What follows belongs to an exercise in optimizing a design on an open flow for small area; a production flow would make more cautious choices. In this exercise RTL edits were held to simulation tests only and were not proved equivalent to the original. Power and IR drop assume default switching activity.

Setup of alpha:
==> module uart_top, before the edit <==
module uart_top
#(
    parameter sysclk = 50000000,
    parameter low_baudrate = 4800
)
(
    input  wire       clk,
    input  wire       rst,
    input  wire [2:0] sel,
    input  wire [7:0] tx_data_in,
    input  wire       tx_start,
    output reg        tx_out,
    output wire       tx_done,
    input  wire       rx_in,
    output wire       rx_done,
    output reg        flag,
    output reg  [7:0] rx_data_out
);
    localparam integer BASE = sysclk / low_baudrate;
    localparam integer W    = 14;              
    localparam [W-1:0] TB   = BASE;
    localparam [W-1:0] HB   = BASE >> 1;
    localparam [3:0] S_PAR = 4'd0, S_STOP = 4'd1, S_DONE = 4'd2,
                     S_IDLE = 4'd3, S_START = 4'd7, S_D0 = 4'd8;
    function [W-1:0] inc;
        input [W-1:0] c;
        input [W-1:0] s;
        integer i;
        reg cy;
        begin
            cy = 1'b0;
            for (i = 0; i < W; i = i + 1) begin
                cy = s[i] | cy;
                inc[i] = c[i] ^ cy;
                cy = cy & c[i];
            end
        end
    endfunction
    reg [W-1:0] step, hi;
    integer k;
    always @* begin
        for (k = 0; k < W; k = k + 1) begin
            step[k] = (sel == k);
            hi[k]   = (k >= sel);
        end
    end
    wire [W-1:0] tm = TB & hi;         
    wire [W-1:0] hm = HB & hi;         
    reg  [W-1:0] b;
    wire [W-1:0] bn   = inc(b, step);
    wire         tick = ~|b;
    always @(posedge clk)
        if (rst || &(bn | ~tm)) b <= 0;
        else                    b <= bn;
    reg  [3:0] ts;
    reg  [7:0] td;
    wire t_ready = (ts[3:1] == 3'b001);            
    assign tx_done = (ts == S_DONE);
    wire t_bit = td[ts[2:0]];
    always @(posedge clk)
        if (t_ready) td <= tx_data_in;
        else if (tick && ts[3] && ts[2:0] != 3'd0) td[0] <= td[0] ^ t_bit;
    always @(posedge clk or posedge rst)
        if (rst) begin
            ts <= S_IDLE; tx_out <= 1'b1;
        end else begin
            if (ts[3])             tx_out <= t_bit;
            else if (ts == S_PAR)  tx_out <= td[0];
            else                   tx_out <= (ts != S_START);
            if (t_ready)   ts <= tx_start ? S_START : S_IDLE;
            else if (tick) ts <= ts + 4'd1;
        end
    reg  [3:0]   rs;
    reg  [W-1:0] rc;
    reg  [7:0]   rd;
    wire r_ready = (rs[3:1] == 3'b001);            
    wire r_start = (rs == S_START);
    wire hitt    = &(rc | ~tm);
    wire hith    = &(rc | ~hm);
    assign rx_done = (rs == S_DONE);
    always @(posedge clk)
        if (r_ready || (r_start ? hith : hitt)) rc <= 0;
        else                                    rc <= inc(rc, step);
    always @(posedge clk)
        if (hitt && rs[3]) rd <= {rx_in, rd[7:1]};
    reg rp;                                        
    always @(posedge clk)
        if (r_ready)            rp <= 1'b0;
        else if (hitt && rs[3]) rp <= rp ^ rx_in;
    always @(posedge clk or posedge rst)
        if (rst) begin
            rs <= S_IDLE; flag <= 1'b0; rx_data_out <= 8'd0;
        end else begin
            if (r_ready)
                rs <= rx_in ? S_IDLE : S_START;
            else if (r_start) begin
                if (hith) rs <= rx_in ? S_IDLE : S_D0;
            end else if (hitt) begin
                rs <= rs + 4'd1;
                if (rs == S_PAR)  flag <= rx_in ^ rp;
                if (rs == S_STOP) rx_data_out <= rd;
            end
        end
endmodule
export LEC_CHECK = 0
export CAP_MARGIN = 20
export CORE_MARGIN = 2
export CORE_UTILIZATION = 40
export CTS_BUF_LIST = sky130_fd_sc_hd__clkbuf_4
export CTS_CLUSTER_SIZE = 20
export SLEW_MARGIN = 20
create_clock -name core_clock -period 20.0 [get_ports {clk}]
standard.sh (not shown) runs the stock make flow with config.mk's settings and CLKGATE_MAP_FILE= SYNTH_SCRIPT=/design/flow/synth_recipe.tcl, a recipe that flattens the netlist after the stock synthesis.
==> flow/flow/run.sh <==
#!/bin/bash
# Own flow: the standard flow, except that
#  - the standard synthesis's combinational logic is mapped again by ABC for
#    area (flow/remap.tcl); the flip-flops are kept as they are (same
#    instances, names and cells);
#  - the port buffers that global placement inserts are buf_1.
# Each tool's output goes to a log file of its own in the work folder.
set -euo pipefail
W=$(pwd)
R=$W/orfs/results/$FLOW_PLATFORM/uart_top/base
LIB=$FLOW_HOME/platforms/$FLOW_PLATFORM/lib/sky130_fd_sc_hd__tt_025C_1v80.lib
YOSYS=$FLOW_HOME/../tools/install/yosys/bin/yosys
[ -x "$YOSYS" ] || YOSYS=yosys

bash standard.sh synth > "$W/1_standard_synth.log" 2>&1
cp "$R/1_2_yosys.v" "$W/1_standard_yosys.v"

REMAP_LIB=$LIB REMAP_IN=$W/1_standard_yosys.v REMAP_TOP=$FLOW_TOP \
REMAP_OUT=$W/1_remap.v REMAP_STAT=$W/1_remap_stat.txt \
  "$YOSYS" -c "$W/flow/remap.tcl" > "$W/1_remap.log" 2>&1

cp "$W/1_remap.v" "$R/1_2_yosys.v"
rm -f "$R/1_synth.odb" "$R/1_synth.sdc"
bash standard.sh synth > "$W/1_remap_synth_odb.log" 2>&1

bash standard.sh BUFFER_PORTS_ARGS="-buffer_cell sky130_fd_sc_hd__buf_1" CTS_ARGS="-buf_list sky130_fd_sc_hd__clkbuf_4 -root_buf sky130_fd_sc_hd__clkbuf_4 -sink_clustering_enable -sink_clustering_size 30 -sink_clustering_max_diameter 200 -dont_use_dummy_load -repair_clock_nets" finish > "$W/2_finish.log" 2>&1
Other scripts of this flow, unchanged in this note and not shown: flow/flow/remap.tcl
alpha went all the way through the flow, and no timing, DRC or antenna check failed.
> inputs changed (alpha -> beta)
-- flow/design.v --
<<< alpha, line 48
    wire [W-1:0] hm = HB & hi;         
    reg  [W-1:0] b;
    wire [W-1:0] bn   = inc(b, step);
    wire         tick = ~|b;
    always @(posedge clk)
        if (rst || &(bn | ~tm)) b <= 0;
        else                    b <= bn;
    reg  [3:0] ts;
    reg  [7:0] td;
    wire t_ready = (ts[3:1] == 3'b001);            
    assign tx_done = (ts == S_DONE);
    wire t_bit = td[ts[2:0]];
    always @(posedge clk)
        if (t_ready) td <= tx_data_in;
        else if (tick && ts[3] && ts[2:0] != 3'd0) td[0] <= td[0] ^ t_bit;
    always @(posedge clk or posedge rst)
        if (rst) begin
            ts <= S_IDLE; tx_out <= 1'b1;
        end else begin
            if (ts[3])             tx_out <= t_bit;
            else if (ts == S_PAR)  tx_out <= td[0];
            else                   tx_out <= (ts != S_START);
            if (t_ready)   ts <= tx_start ? S_START : S_IDLE;
>>> beta, line 48
    wire [W-1:0] hm = HB & hi;         
    reg  [W-1:0] b;
    wire         tick = &(b | ~tm);
    always @(posedge clk)
        if (rst)       b <= 0;
        else if (tick) b <= step;
        else           b <= inc(b, step);
    reg  [3:0] ts;
    reg  [7:0] td;
    wire t_ready = (ts[3:1] == 3'b001);            
    assign tx_done = (ts == S_DONE);
    always @(posedge clk)
        if (t_ready) td <= tx_data_in;
    reg tp;                                        
    always @(posedge clk)
        if (t_ready)            tp <= 1'b0;
        else if (tick && ts[3]) tp <= tp ^ td[ts[2:0]];
    always @(posedge clk or posedge rst)
        if (rst) begin
            ts <= S_IDLE; tx_out <= 1'b1;
        end else begin
            if (ts[3])             tx_out <= td[ts[2:0]];
            else if (ts == S_PAR)  tx_out <= tp;
            else                   tx_out <= (ts != S_START);
            if (t_ready)   ts <= tx_start ? S_START : S_IDLE;
The higher part of the total power dissipated in the clock network of alpha and beta is in beta. Reg-to-reg setup timing slack on beta is up relative to alpha. Going from alpha to beta, met3 usage in global routing now sits lower; relative max-transition margin now sits higher; worst setup timing slack at the placement stage now sits higher. [diff] netlist area before placement, beta relative to alpha: regression. Diff beta..alpha | number of iterations in the first detailed-routing pass | unchanged. Summary of beta over alpha: arrival time reported for the critical path endpoint fell by 0.80 ns, maximum frequency rose by 17 MHz, number of buffers on the longest clock path stayed essentially flat, routed wire length fell by 1.8%.

[static timing again, ports no longer ideal]
No port has a modelled driver above. Below, the same layouts with a new extraction and two added sets of constraints.
Step 1: set_driving_cell puts a clkbuf_16 on clk and a buf_2 on each other input, an assumption about the parent block.
Step 2 times the ports against the registers' clock, not the clock port: input delays grow and output delays shrink by t, the midpoint of the rising clock arrivals with the driver on.
Slacks: ideal / step 1 / step 2; pairs: ideal / step 1.
run	shift t [ns]	slack for setup (ns)	worst hold slack (ns)	worst setup path after step 2	worst slew at a driven data input, ns
alpha	0.418	12.349 / 12.354 / 11.936	0.430 / 0.430 / 0.430	input to register	0.03
beta	0.408	13.222 / 13.231 / 12.823	0.470 / 0.470 / 0.470	input to register	0.03
After both steps every run listed still meets setup and hold. For alpha, which loses most, drivers alone change the setup slack by +0.005 ns; drivers and shift together by -0.413 ns.
